Context: an optimization exercise on an open-source flow, tuned for small area. The choices shown serve that exercise and are no tape-out recipe.
Only simulation tests tie the RTL to the original design; equivalence was not proved.
The flow treats the clock pin as an ideal source. Dropping or thinning the clock tree relies on that and would not hold on a real chip.
Power is estimated from default activity; no workload was simulated.

==> flow/design.v <==
module debouncing #(
    parameter integer THRESHOLD = 100
)(
    input  wire clk,
    input  wire reset,
    input  wire btn,
    output reg  transmit
);
    reg ff1, ff2;
    reg [6:0] cnt;
    function automatic h(input [5:0] x);
        h = ~(x[3] ^ (x[1] | (x[0] & x[2])));
    endfunction
    wire top    = &cnt;                  
    wire bottom = ~|cnt;                 
    wire f = (cnt[6] ^ h(cnt[5:0])) | top;
    wire g = (cnt[0] ^ h(cnt[6:1])) & ~bottom;
    always @(posedge clk) begin
        if (reset) begin
            ff1 <= 1'b0;
            ff2 <= 1'b0;
            cnt <= 7'd0;
            transmit <= 1'b0;
        end else begin
            ff1 <= btn;
            ff2 <= ff1;
            cnt <= ff2 ? {cnt[5:0], f} : {g, cnt[6:1]};
            transmit <= top;
        end
    end
endmodule
module transmitter #(
    parameter integer CLK_FREQ  = 1000000,
    parameter integer BAUD_RATE = 9600
)(
    input  wire        clk,
    input  wire        reset,
    input  wire [7:0]  data_in,
    input  wire        transmit,
    output wire        txd,
    output wire        tx_done,
    output wire        mem_we      
);
    localparam integer BAUD_COUNT = CLK_FREQ / BAUD_RATE;
    localparam [3:0] S_DONE = 4'd0, S_IDLE_WE = 4'd1, S_IDLE = 4'd2,
                     S_PRE_WE = 4'd5, S_PRE = 4'd6, S_START = 4'd7;
    reg [3:0] st;
    reg [6:0] baudcnt;
    reg [7:0] data;
    wire active  = st[3] | st[2];
    wire baud_end = ~baudcnt[6] & baudcnt[5] & ~baudcnt[4] & baudcnt[1] & ~baudcnt[0];    
    wire idle    = ~st[3] & ~st[2];
    always @(posedge clk) begin
        baudcnt <= (active & ~baud_end) ? {~baudcnt[5:0], baudcnt[0] ^ baudcnt[6]} : 7'd0;
        if (idle & transmit) data <= data_in;
    end
    always @(posedge clk) begin
        if (reset) begin
            st <= S_IDLE;
        end else begin
            if (idle) begin
                if (st == S_DONE) st <= transmit ? S_PRE_WE : S_IDLE_WE;
                else              st <= transmit ? S_PRE    : S_IDLE;
            end else if (st == S_PRE_WE || baud_end) begin
                st <= st + 4'd1;
            end
        end
    end
    assign txd     = st[3] ? data[st[2:0]] : (st != S_START);
    assign tx_done = (st == S_DONE);
    assign mem_we  = (st == S_IDLE_WE) | (st == S_PRE_WE);
endmodule
module receiver #(
    parameter integer CLK_FREQ   = 1000000,
    parameter integer BAUD_RATE  = 9600,
    parameter integer DIV_SAMPLE = 4
)(
    input  wire       clk,
    input  wire       rst,
    input  wire       rxd,
    output wire [7:0] rxddata,
    output wire       data_ready,
    output wire       mem_re       
);
    reg [4:0] baudcnt;
    wire tick = baudcnt[4] & baudcnt[2] & baudcnt[0];    
    always @(posedge clk) begin
        if (rst | tick) baudcnt <= 5'd0;
        else            baudcnt <= {~baudcnt[3:0], baudcnt[1] ^ baudcnt[4]};
    end
    reg [1:0] sc;
    reg [3:0] bc;
    reg [9:1] rxshift;
    wire idle   = bc[3] & bc[2];
    wire active = ~bc[3] | (~bc[2] & ~bc[1]);
    wire ready  = bc[3] & bc[1] & ~bc[0] & ~bc[2];
    wire re     = bc[3] & ~bc[2] & bc[1] & bc[0];
    wire sc_last   = sc[1] & ~sc[0];       
    wire sc_sample = ~sc[1] & sc[0];       
    assign rxddata = rxshift[8:1];
    always @(posedge clk) begin
        if (rst) begin
            sc <= 2'b00;
            bc <= 4'hF;
            rxshift <= 9'h1FF;
        end else begin
            if (tick & active) begin
                sc <= {sc[0], ~sc[1]};
                if (sc_sample) rxshift <= {rxd, rxshift[9:2]};
            end
            if (re)
                bc <= 4'hF;
            else if (ready | (tick & ((active & sc_last) | (idle & ~rxd))))
                bc <= bc + 4'd1;
        end
    end
    assign data_ready = ready;
    assign mem_re     = re;
endmodule
module shared_mem #(
    parameter integer WIDTH = 8
)(
    input  wire clk,
    input  wire we,
    input  wire [WIDTH-1:0] wdata,
    input  wire re,
    output reg  [WIDTH-1:0] rdata
);
    reg [WIDTH-1:0] last;
    always @(posedge clk) begin
        if (we) last <= wdata;
        if (re) rdata <= last;
    end
endmodule
module topmodule #(
    parameter integer CLK_FREQ = 1000000,
    parameter integer BAUD_RATE = 9600,
    parameter integer DB_THRES = 100
)(
    input  wire [7:0] data_in,
    input  wire clk,
    input  wire btn,
    input  wire reset,
    output wire txd,
    output wire [7:0] mem_out_data,
    output wire [3:0] mem_wr_addr,
    output wire tx_done_dbg,
    output wire rx_ready_dbg,
    output wire [7:0] rx_byte_dbg
);
    wire transmit_db;
    wire tx_done;
    wire rx_ready;
    wire mem_we, mem_re;
    reg [3:0] write_addr;
    debouncing #(.THRESHOLD(DB_THRES)) DB (
        .clk(clk), .reset(reset), .btn(btn), .transmit(transmit_db)
    );
    transmitter #(.CLK_FREQ(CLK_FREQ), .BAUD_RATE(BAUD_RATE)) TX (
        .clk(clk), .reset(reset), .data_in(data_in),
        .transmit(transmit_db), .txd(txd), .tx_done(tx_done), .mem_we(mem_we)
    );
    receiver #(.CLK_FREQ(CLK_FREQ), .BAUD_RATE(BAUD_RATE)) RX (
        .clk(clk), .rst(reset), .rxd(txd), .rxddata(rx_byte_dbg),
        .data_ready(rx_ready), .mem_re(mem_re)
    );
    shared_mem #(.WIDTH(8)) MEM (
        .clk(clk), .we(mem_we), .wdata(data_in), .re(mem_re), .rdata(mem_out_data)
    );
    always @(posedge clk) begin
        if (reset) write_addr <= 4'd0;
        else if (tx_done) write_addr <= write_addr + 4'd1;
    end
    assign mem_wr_addr = write_addr;
    assign tx_done_dbg = tx_done;
    assign rx_ready_dbg = rx_ready;
endmodule
Settings: LEC_CHECK=0, CAP_MARGIN=20, CORE_MARGIN=2, CORE_UTILIZATION=40, SLEW_MARGIN=20; clock period 10.0 ns.
standard.sh (not shown) runs the stock make flow with config.mk's settings and CLKGATE_MAP_FILE= SYNTH_SCRIPT=/design/flow/synth_recipe.tcl, a recipe that flattens the netlist after the stock synthesis.
==> flow/flow/run.sh <==
#!/bin/bash
# Standard ORFS layout (bash standard.sh), with these changes:
#  - after the standard synthesis, the gates between the registers are
#    re-mapped by ABC for area (resyn.tcl); registers keep names and cells;
#  - gates downsized after floorplan (post_floorplan.tcl);
#  - buf_1 cells as the port buffers;
#  - TritonCTS's clock tree replaced by one level of clock buffers
#    (pre_cts.tcl).
# Each tool's output goes to its own log here and to ORFS's logs in orfs/logs.
set -euo pipefail
here=$(pwd)
export BUFFER_PORTS_ARGS="-buffer_cell sky130_fd_sc_hd__buf_1"
export PRE_CTS_TCL="$here/flow/pre_cts.tcl"
export POST_FLOORPLAN_TCL="$here/flow/post_floorplan.tcl"
export CLK_BUF_CELL="${CLK_BUF_CELL:-sky130_fd_sc_hd__clkbuf_8}"
export NCLK="${NCLK:-4}"
bash standard.sh synth > synth.log 2>&1
res=$here/orfs/results/$FLOW_PLATFORM/topmodule/base
cp $res/1_2_yosys.v $here/standard_synth.v
YOSYS=yosys
[ -x "$FLOW_HOME/../tools/install/yosys/bin/yosys" ] && YOSYS="$FLOW_HOME/../tools/install/yosys/bin/yosys"
RESYN_LIB=$FLOW_HOME/platforms/$FLOW_PLATFORM/lib/sky130_fd_sc_hd__tt_025C_1v80.lib \
RESYN_NETLIST=$res/1_2_yosys.v RESYN_ABC=$here/flow/resyn.abc RESYN_DIR=$here \
  $YOSYS -c $here/flow/resyn.tcl > resyn.log 2>&1
bash standard.sh do-1_synth > synth_odb.log 2>&1
bash standard.sh > standard.log 2>&1
Other scripts of this flow, unchanged in this note and not shown: flow/flow/post_floorplan.tcl, flow/flow/pre_cts.tcl, flow/flow/resyn.abc, flow/flow/resyn.tcl
The first run passed the timing, DRC and antenna checks.
Change:
--- a/flow/design.v
+++ b/flow/design.v
@@ -8,9 +8,9 @@
 );
     reg ff1, ff2;
     reg [6:0] cnt;
     function automatic h(input [5:0] x);
-        h = ~(x[3] ^ (x[1] | (x[0] & x[2])));
+        h = ~(x[5] ^ (x[4] & ~(x[1] ^ x[3])));
     endfunction
     wire top    = &cnt;                  
     wire bottom = ~|cnt;                 
     wire f = (cnt[6] ^ h(cnt[5:0])) | top;
The changed run passed the timing, DRC and antenna checks.
Worst setup slack improved by 0.085 ns.
Final cell count came out higher by 1.8%.
Power drops by 1.4%.
Maximum frequency rose by 2.3%.
Combinational power goes down by 34%.
Core utilization hardly moves.
Synthesized cell count climbs by 3.5%.
Sequential power barely changes.
Wire length climbs by 9.7%.
Critical path depth goes down by 2.
In every run of this note, the design's own scripts or RTL, not TritonCTS, make the clock network.

==> static timing again, ports no longer ideal <==
In the flow no input, the clock included, has a driving cell. The finished layouts below were timed again as built, in two steps.
Step 1 (the two cells are an assumption about what drives the block):
set clk [get_ports {clk}]
set_driving_cell -lib_cell sky130_fd_sc_hd__clkbuf_16 $clk
set_driving_cell -lib_cell sky130_fd_sc_hd__buf_2 [delete_from_list [all_inputs] $clk]
Step 2 also shifts input and output timing later by t, the mid clock arrival at the registers, as if the neighbouring blocks saw the same clock.
Three values: ideal ports, drivers, drivers and shift; two values: the first two.
run	shift t [ns]	slack for setup (ns)	latest minus earliest clock arrival (ns)	worst slew at a driven data input, ns
the first run	0.211	6.266 / 6.212 / 6.423	0.012 / 0.012	0.03
the second run	0.212	6.352 / 6.308 / 6.169	0.012 / 0.012	0.03
After both steps every run listed still meets setup and hold. For the second run, which loses most, drivers alone change the setup slack by -0.044 ns; drivers and shift together by -0.183 ns.
